Context: an optimization exercise on an open-source flow, tuned for small area, a short achievable clock period and few clock cycles. The choices shown serve that exercise and are no tape-out recipe. At most, simulation tests tie the RTL to the original design; equivalence was not proved.

==> inputs of trial 92 <==
Design bitcoin_hash1, start of the top module:
module bitcoin_hash1(
input logic          clk, reset_n, start,
input logic   [15:0] message_addr, output_addr,
output logic          done, mem_we,
output logic   [15:0] mem_addr,
output logic   [31:0] mem_write_data,
input logic   [31:0] mem_read_data);
Settings: LEC_CHECK=0, ABC_AREA=1, CAP_MARGIN=20, CORE_MARGIN=2, CORE_UTILIZATION=40, SETUP_SLACK_MARGIN=4.5, SLEW_MARGIN=20; clock period 8.0 ns.
standard.sh (not shown) runs the stock make flow with config.mk's settings and CLKGATE_MAP_FILE= SYNTH_SCRIPT=/design/flow/synth_recipe.tcl, a recipe that flattens the netlist after the stock synthesis.
==> flow/flow/run.sh <==
#!/bin/bash
# Own layout flow: the standard ORFS flow (standard.sh) with the changes
# described in flow/patch_synth.py. Flow settings and constraints are the standard flow's.
set -euo pipefail
python3 flow/patch_synth.py > patch_synth.log 2>&1
bash standard_x.sh finish > flow_make.log 2>&1
==> flow/flow/make_vars.txt <==
ADDER_MAP_FILE=
CTS_ARGS=-sink_clustering_enable -repair_clock_nets -dont_use_dummy_load -buf_list sky130_fd_sc_hd__clkbuf_8
GLOBAL_PLACEMENT_ARGS=-timing_driven_nets_percentage 20 -timing_driven_net_weight_max 4
Other scripts of this flow, unchanged in this note and not shown: flow/flow/abc.script, flow/flow/patch_synth.py
==> trial 87: changes against trial 92 <==
--- a/flow/design.v
+++ b/flow/design.v
@@ -91,13 +91,13 @@
 logic [31:0] r [8];
 always_comb begin
   phase_n = phase;
   cnt_n = cnt + 8'd1;
   case (phase)
     PH_IDLE: begin cnt_n = 8'd0; if (start) phase_n = PH_B1; end
-    PH_B1:   if (cnt == 8'd86) begin phase_n = PH_N; cnt_n = 8'd0; end
+    PH_B1:   if (cnt == 8'd92) begin phase_n = PH_N; cnt_n = 8'd0; end
     default: if (cnt == 8'd135) cnt_n = 8'd0;
              else if (cnt == 8'd132 && last_n) phase_n = PH_IDLE;
   endcase
 end
 typedef struct packed {
   logic       ivin;    
@@ -119,24 +119,24 @@
   nn = (ph == PH_N);
   k.ivin   = (b1 && c >= 8'd8 && c <= 8'd11) || (nn && c >= 8'd64 && c <= 8'd67);
   k.ivk    = b1 ? 2'(c - 8'd8) : 2'(c - 8'd64);
   k.t12    = b1 && c >= 8'd76 && c <= 8'd83;
   k.t12f   = b1 && c >= 8'd77 && c <= 8'd84;
   k.t12k   = 3'(c - 8'd77);
-  k.t2     = (b1 && c >= 8'd83) || (nn && c >= 8'd132);
+  k.t2     = (b1 && c >= 8'd89) || (nn && c >= 8'd132);
   k.fixon  = nn && c >= 8'd66 && c <= 8'd73;
   k.fixt   = 2'(c - 8'd66);
   k.wload  = nn && c == 8'd64;
   k.h2last = nn && c == 8'd130;
   k.tsel   = 3'd0;
   if (b1) begin
     if (c >= 8'd1 && c <= 8'd16) k.tsel = 3'd2;
     else if (c >= 8'd17 && c <= 8'd64) k.tsel = 3'd1;
-    else if (c >= 8'd76 && c <= 8'd78) k.tsel = 3'd2;
-    else if (c == 8'd79) k.tsel = 3'd3;
-    else if (c == 8'd80) k.tsel = 3'd4;
+    else if (c >= 8'd82 && c <= 8'd84) k.tsel = 3'd2;
+    else if (c == 8'd85) k.tsel = 3'd3;
+    else if (c == 8'd86) k.tsel = 3'd4;
   end else begin
     if (c == 8'd4) k.tsel = 3'd5;
     else if (c >= 8'd5 && c <= 8'd52) k.tsel = 3'd1;
     else if (c == 8'd65) k.tsel = 3'd4;
     else if (c == 8'd72) k.tsel = 3'd6;
     else if (c >= 8'd73 && c <= 8'd120) k.tsel = 3'd1;
@@ -169,26 +169,26 @@
     3'd4: tail = 32'h80000000;
     3'd5: tail = 32'd640;
     3'd6: tail = 32'd256;
     default: tail = 32'd0;
   endcase
 end
-logic [31:0] addend;
-always_ff @(posedge clk) begin
-  if (ct_n.t12f) begin
-    case (ct_n.t12k)
-      3'd0: addend <= IV3; 3'd1: addend <= IV2; 3'd2: addend <= IV1; 3'd3: addend <= IV0;
-      3'd4: addend <= IV7; 3'd5: addend <= IV6; 3'd6: addend <= IV5; default: addend <= IV4;
-    endcase
-  end else begin
-    case (ct_n.fixt)
-      2'd0: addend <= r[0]; 2'd1: addend <= r[6]; 2'd2: addend <= r[4]; default: addend <= r[2];
-    endcase
-  end
-end
-wire [31:0] h1out = w[7] + addend;
+logic [31:0] rtap;
+always_comb begin
+  case (fixt)
+    2'd0: rtap = r[1]; 2'd1: rtap = r[7]; 2'd2: rtap = r[5]; default: rtap = r[3];
+  endcase
+end
+logic [31:0] ivc;
+always_comb begin
+  case (t12k)
+    3'd0: ivc = IV3; 3'd1: ivc = IV2; 3'd2: ivc = IV1; 3'd3: ivc = IV0;
+    3'd4: ivc = IV7; 3'd5: ivc = IV6; 3'd6: ivc = IV5; default: ivc = IV4;
+  endcase
+end
+wire [31:0] h1out = w[7] + (t12f ? ivc : rtap);
 function automatic logic [31:0] kconst(input logic last, input logic [5:0] i);
   if (last && i == 6'd63) kconst = 32'h307b5f59;
   else kconst = sha256_k(i);
 endfunction
 logic [5:0]  kidx_n;
 logic [31:0] kval;      
@@ -215,13 +215,13 @@
 function automatic logic [15:0] pick_e(input logic [1:0] s, input logic [15:0] x0, x1, x3);
   case (s)
     2'd0: pick_e = x0; 2'd1: pick_e = x1; default: pick_e = x3;
   endcase
 endfunction
 wire        idle_n = (phase_n == PH_IDLE);
-wire [1:0]  acode  = ct_n.t2 ? 2'd2 : ct_n.t12 ? 2'd1 : ct_n.ivin ? 2'd3 : 2'd0;
+wire [1:0]  acode  = ct_n.t12 ? 2'd1 : ct_n.t2 ? 2'd2 : ct_n.ivin ? 2'd3 : 2'd0;
 wire [1:0]  ecode  = (ct_n.t12 || ct_n.t2) ? 2'd1 : ct_n.ivin ? 2'd3 : 2'd0;
 logic [1:0] asel_lo, asel_hi, esel_lo, esel_hi;
 logic       rld;
 always_ff @(posedge clk) begin
   asel_lo <= acode;
   asel_hi <= idle_n ? 2'd3 : acode;
@@ -236,16 +236,16 @@
     2'd1: begin ivA = IV2; ivE = IV6; end
     2'd2: begin ivA = IV1; ivE = IV5; end
     default: begin ivA = IV0; ivE = IV4; end
   endcase
 end
 always_ff @(posedge clk) begin
-  A[15:0]  <= pick_a(asel_lo, A_rnd[15:0], H[15:0], r[2][15:0], ivA[15:0]);
-  A[31:16] <= pick_a(asel_hi, A_rnd[31:16], H[31:16], r[2][31:16], ivA[31:16]);
-  E[15:0]  <= pick_e(esel_lo, E_rnd[15:0], r[6][15:0], ivE[15:0]);
-  E[31:16] <= pick_e(esel_hi, E_rnd[31:16], r[6][31:16], ivE[31:16]);
+  A[15:0]  <= pick_a(asel_lo, A_rnd[15:0], H[15:0], r[4][15:0], ivA[15:0]);
+  A[31:16] <= pick_a(asel_hi, A_rnd[31:16], H[31:16], r[4][31:16], ivA[31:16]);
+  E[15:0]  <= pick_e(esel_lo, E_rnd[15:0], r[0][15:0], ivE[15:0]);
+  E[31:16] <= pick_e(esel_hi, E_rnd[31:16], r[0][31:16], ivE[31:16]);
   B <= A; C <= B; D <= C;
   F <= E; G <= F; H <= G;
   P <= (G ^ kval ^ w[6]) + (((G & kval) | (G & w[6]) | (kval & w[6])) << 1);
   for (int i = 0; i < 6; i++) w[i] <= w[i+1];
   w[6] <= fixon ? h1out : w[7];
   w[7] <= t12 ? D : w[8];
@@ -258,21 +258,21 @@
   end
   for (int i = 0; i < 7; i++) r[i] <= r[i+1];
   r[7] <= rld ? h1out : r[0];
 end
 wire b1 = (phase == PH_B1);
 wire nn = (phase == PH_N);
-assign kidx_n = ((b1 && (cnt == 8'd10 || cnt == 8'd85)) || (nn && (cnt == 8'd66 || cnt == 8'd134))) ?
+assign kidx_n = ((b1 && (cnt == 8'd10 || cnt == 8'd91)) || (nn && (cnt == 8'd66 || cnt == 8'd134))) ?
                 6'd0 : kidx + 6'd1;
 always_ff @(posedge clk) begin
   cnt <= cnt_n;
   if (phase == PH_IDLE) n <= 4'd0;
   else if (nn && cnt == 8'd135) n <= n + 4'd1;
-  if (phase == PH_IDLE || (b1 && cnt == 8'd73) || (nn && cnt == 8'd122)) mem_addr <= message_addr;
+  if (phase == PH_IDLE || (b1 && cnt == 8'd79) || (nn && cnt == 8'd122)) mem_addr <= message_addr;
   else if (nn && cnt == 8'd130) mem_addr <= output_addr;
-  else mem_addr <= mem_addr + ((b1 && cnt == 8'd74) || (nn && cnt == 8'd123) ? 16'd16 :
+  else mem_addr <= mem_addr + ((b1 && cnt == 8'd80) || (nn && cnt == 8'd123) ? 16'd16 :
                                (nn && cnt == 8'd131) ? {12'd0, n} : 16'd1);
   kidx <= kidx_n;
 end
 assign mem_write_data = A;
 always_ff @(posedge clk, negedge reset_n) begin
   if (!reset_n) begin
==> flow/flow/make_vars.txt (replaced) <==
ADDER_MAP_FILE=
CTS_ARGS=-sink_clustering_enable -repair_clock_nets -dont_use_dummy_load -buf_list sky130_fd_sc_hd__clkbuf_8
==> trial 18: changes against trial 92 <==
--- a/flow/design.v
+++ b/flow/design.v
@@ -169,45 +169,50 @@
     3'd4: tail = 32'h80000000;
     3'd5: tail = 32'd640;
     3'd6: tail = 32'd256;
     default: tail = 32'd0;
   endcase
 end
-logic [31:0] addend;
-always_ff @(posedge clk) begin
-  if (ct_n.t12f) begin
-    case (ct_n.t12k)
-      3'd0: addend <= IV3; 3'd1: addend <= IV2; 3'd2: addend <= IV1; 3'd3: addend <= IV0;
-      3'd4: addend <= IV7; 3'd5: addend <= IV6; 3'd6: addend <= IV5; default: addend <= IV4;
-    endcase
-  end else begin
-    case (ct_n.fixt)
-      2'd0: addend <= r[0]; 2'd1: addend <= r[6]; 2'd2: addend <= r[4]; default: addend <= r[2];
-    endcase
-  end
-end
-wire [31:0] h1out = w[7] + addend;
+logic [31:0] rtap;
+always_comb begin
+  case (fixt)
+    2'd0: rtap = r[7]; 2'd1: rtap = r[5]; 2'd2: rtap = r[3]; default: rtap = r[1];
+  endcase
+end
+logic [31:0] ivc;
+always_comb begin
+  case (t12k)
+    3'd0: ivc = IV3; 3'd1: ivc = IV2; 3'd2: ivc = IV1; 3'd3: ivc = IV0;
+    3'd4: ivc = IV7; 3'd5: ivc = IV6; 3'd6: ivc = IV5; default: ivc = IV4;
+  endcase
+end
+wire [31:0] h1out = w[7] + (t12f ? ivc : rtap);
 function automatic logic [31:0] kconst(input logic last, input logic [5:0] i);
   if (last && i == 6'd63) kconst = 32'h307b5f59;
   else kconst = sha256_k(i);
 endfunction
 logic [5:0]  kidx_n;
 logic [31:0] kval;      
 always_ff @(posedge clk) kval <= kconst(ct_n.h2last, kidx_n);
+function automatic logic [31:0] maj3(input logic [31:0] a, b, c);
+  maj3 = (a & b) | (a & c) | (b & c);
+endfunction
 wire [31:0] S0  = rotr(A, 2) ^ rotr(A, 13) ^ rotr(A, 22);
 wire [31:0] S1  = rotr(E, 6) ^ rotr(E, 11) ^ rotr(E, 25);
 wire [31:0] ch  = (E & F) ^ (~E & G);
 wire [31:0] maj = (A & B) ^ (A & C) ^ (B & C);
-wire [31:0] xs  = P ^ ch ^ S1;
-wire [31:0] xc  = ((P & ch) | (P & S1) | (ch & S1)) << 1;
-wire [31:0] ys  = xs ^ xc ^ S0;
-wire [31:0] yc  = ((xs & xc) | (xs & S0) | (xc & S0)) << 1;
-wire [31:0] zs  = ys ^ yc ^ maj;
-wire [31:0] zc  = ((ys & yc) | (ys & maj) | (yc & maj)) << 1;
-wire [31:0] es  = xs ^ xc ^ D;
-wire [31:0] ec  = ((xs & xc) | (xs & D) | (xc & D)) << 1;
+wire [31:0] as1 = P ^ ch ^ maj;                   
+wire [31:0] ac1 = maj3(P, ch, maj) << 1;
+wire [31:0] as2 = S0 ^ S1 ^ ac1;
+wire [31:0] ac2 = maj3(S0, S1, ac1) << 1;
+wire [31:0] zs  = as1 ^ as2 ^ ac2;
+wire [31:0] zc  = maj3(as1, as2, ac2) << 1;
+wire [31:0] es1 = P ^ ch ^ D;                     
+wire [31:0] ec1 = maj3(P, ch, D) << 1;
+wire [31:0] es  = es1 ^ ec1 ^ S1;
+wire [31:0] ec  = maj3(es1, ec1, S1) << 1;
 wire [31:0] A_rnd = zs + zc;
 wire [31:0] E_rnd = es + ec;
 function automatic logic [15:0] pick_a(input logic [1:0] s, input logic [15:0] x0, x1, x2, x3);
   case (s)
     2'd0: pick_a = x0; 2'd1: pick_a = x1; 2'd2: pick_a = x2; default: pick_a = x3;
   endcase
==> flow/flow/make_vars.txt (replaced) <==
ADDER_MAP_FILE=
CTS_ARGS=-sink_clustering_enable -repair_clock_nets -dont_use_dummy_load -buf_list sky130_fd_sc_hd__clkbuf_8
==> notes <==
Sequential share of layout area: trial 18 < trial 87 < trial 92. Trial 87 completed with no timing, DRC or antenna violations. Trial 92 finished clean. Trial 18 completed with no timing, DRC or antenna violations. Via count: trial 92 < trial 87 < trial 18. Non-clock buffer count is the same in trial 87 and trial 92. Of trial 87 and trial 18, trial 87 has the higher worst hold slack (gap 0.027 ns). The lowest cell count belongs to trial 92, the highest to trial 18. Of trial 92 and trial 18, trial 18 has the higher utilization (gap 0.056 points).
Testbench counts of trial 92, summed over its fixed seeds: cycles 108,536.
For trial 87 and trial 18, only the layout was checked, not whether the RTL still works.

## afterwards: timing with drivers on the ports
In the flow no input, the clock included, has a driving cell. The finished layouts below were timed again as built, in two steps.
Step 1 (the two cells are an assumption about what drives the block):
set clk [get_ports {clk}]
set_driving_cell -lib_cell sky130_fd_sc_hd__clkbuf_16 $clk
set_driving_cell -lib_cell sky130_fd_sc_hd__buf_2 [delete_from_list [all_inputs] $clk]
Step 2 also shifts input and output timing later by t, the mid clock arrival at the registers, as if the neighbouring blocks saw the same clock.
Three values: ideal ports, drivers, drivers and shift; two values: the first two.
run	shift t [ns]	slack for setup (ns)	worst register clock-pin slew, ns
trial 92	0.985	4.557 / 4.482 / 3.883	0.07 / 0.07
trial 87	0.986	4.536 / 4.465 / 3.876	0.07 / 0.07
trial 18	0.955	4.432 / 4.432 / 3.872	0.07 / 0.07
After both steps every run listed still meets setup and hold. For trial 92, which loses most, drivers alone change the setup slack by -0.075 ns; drivers and shift together by -0.674 ns.
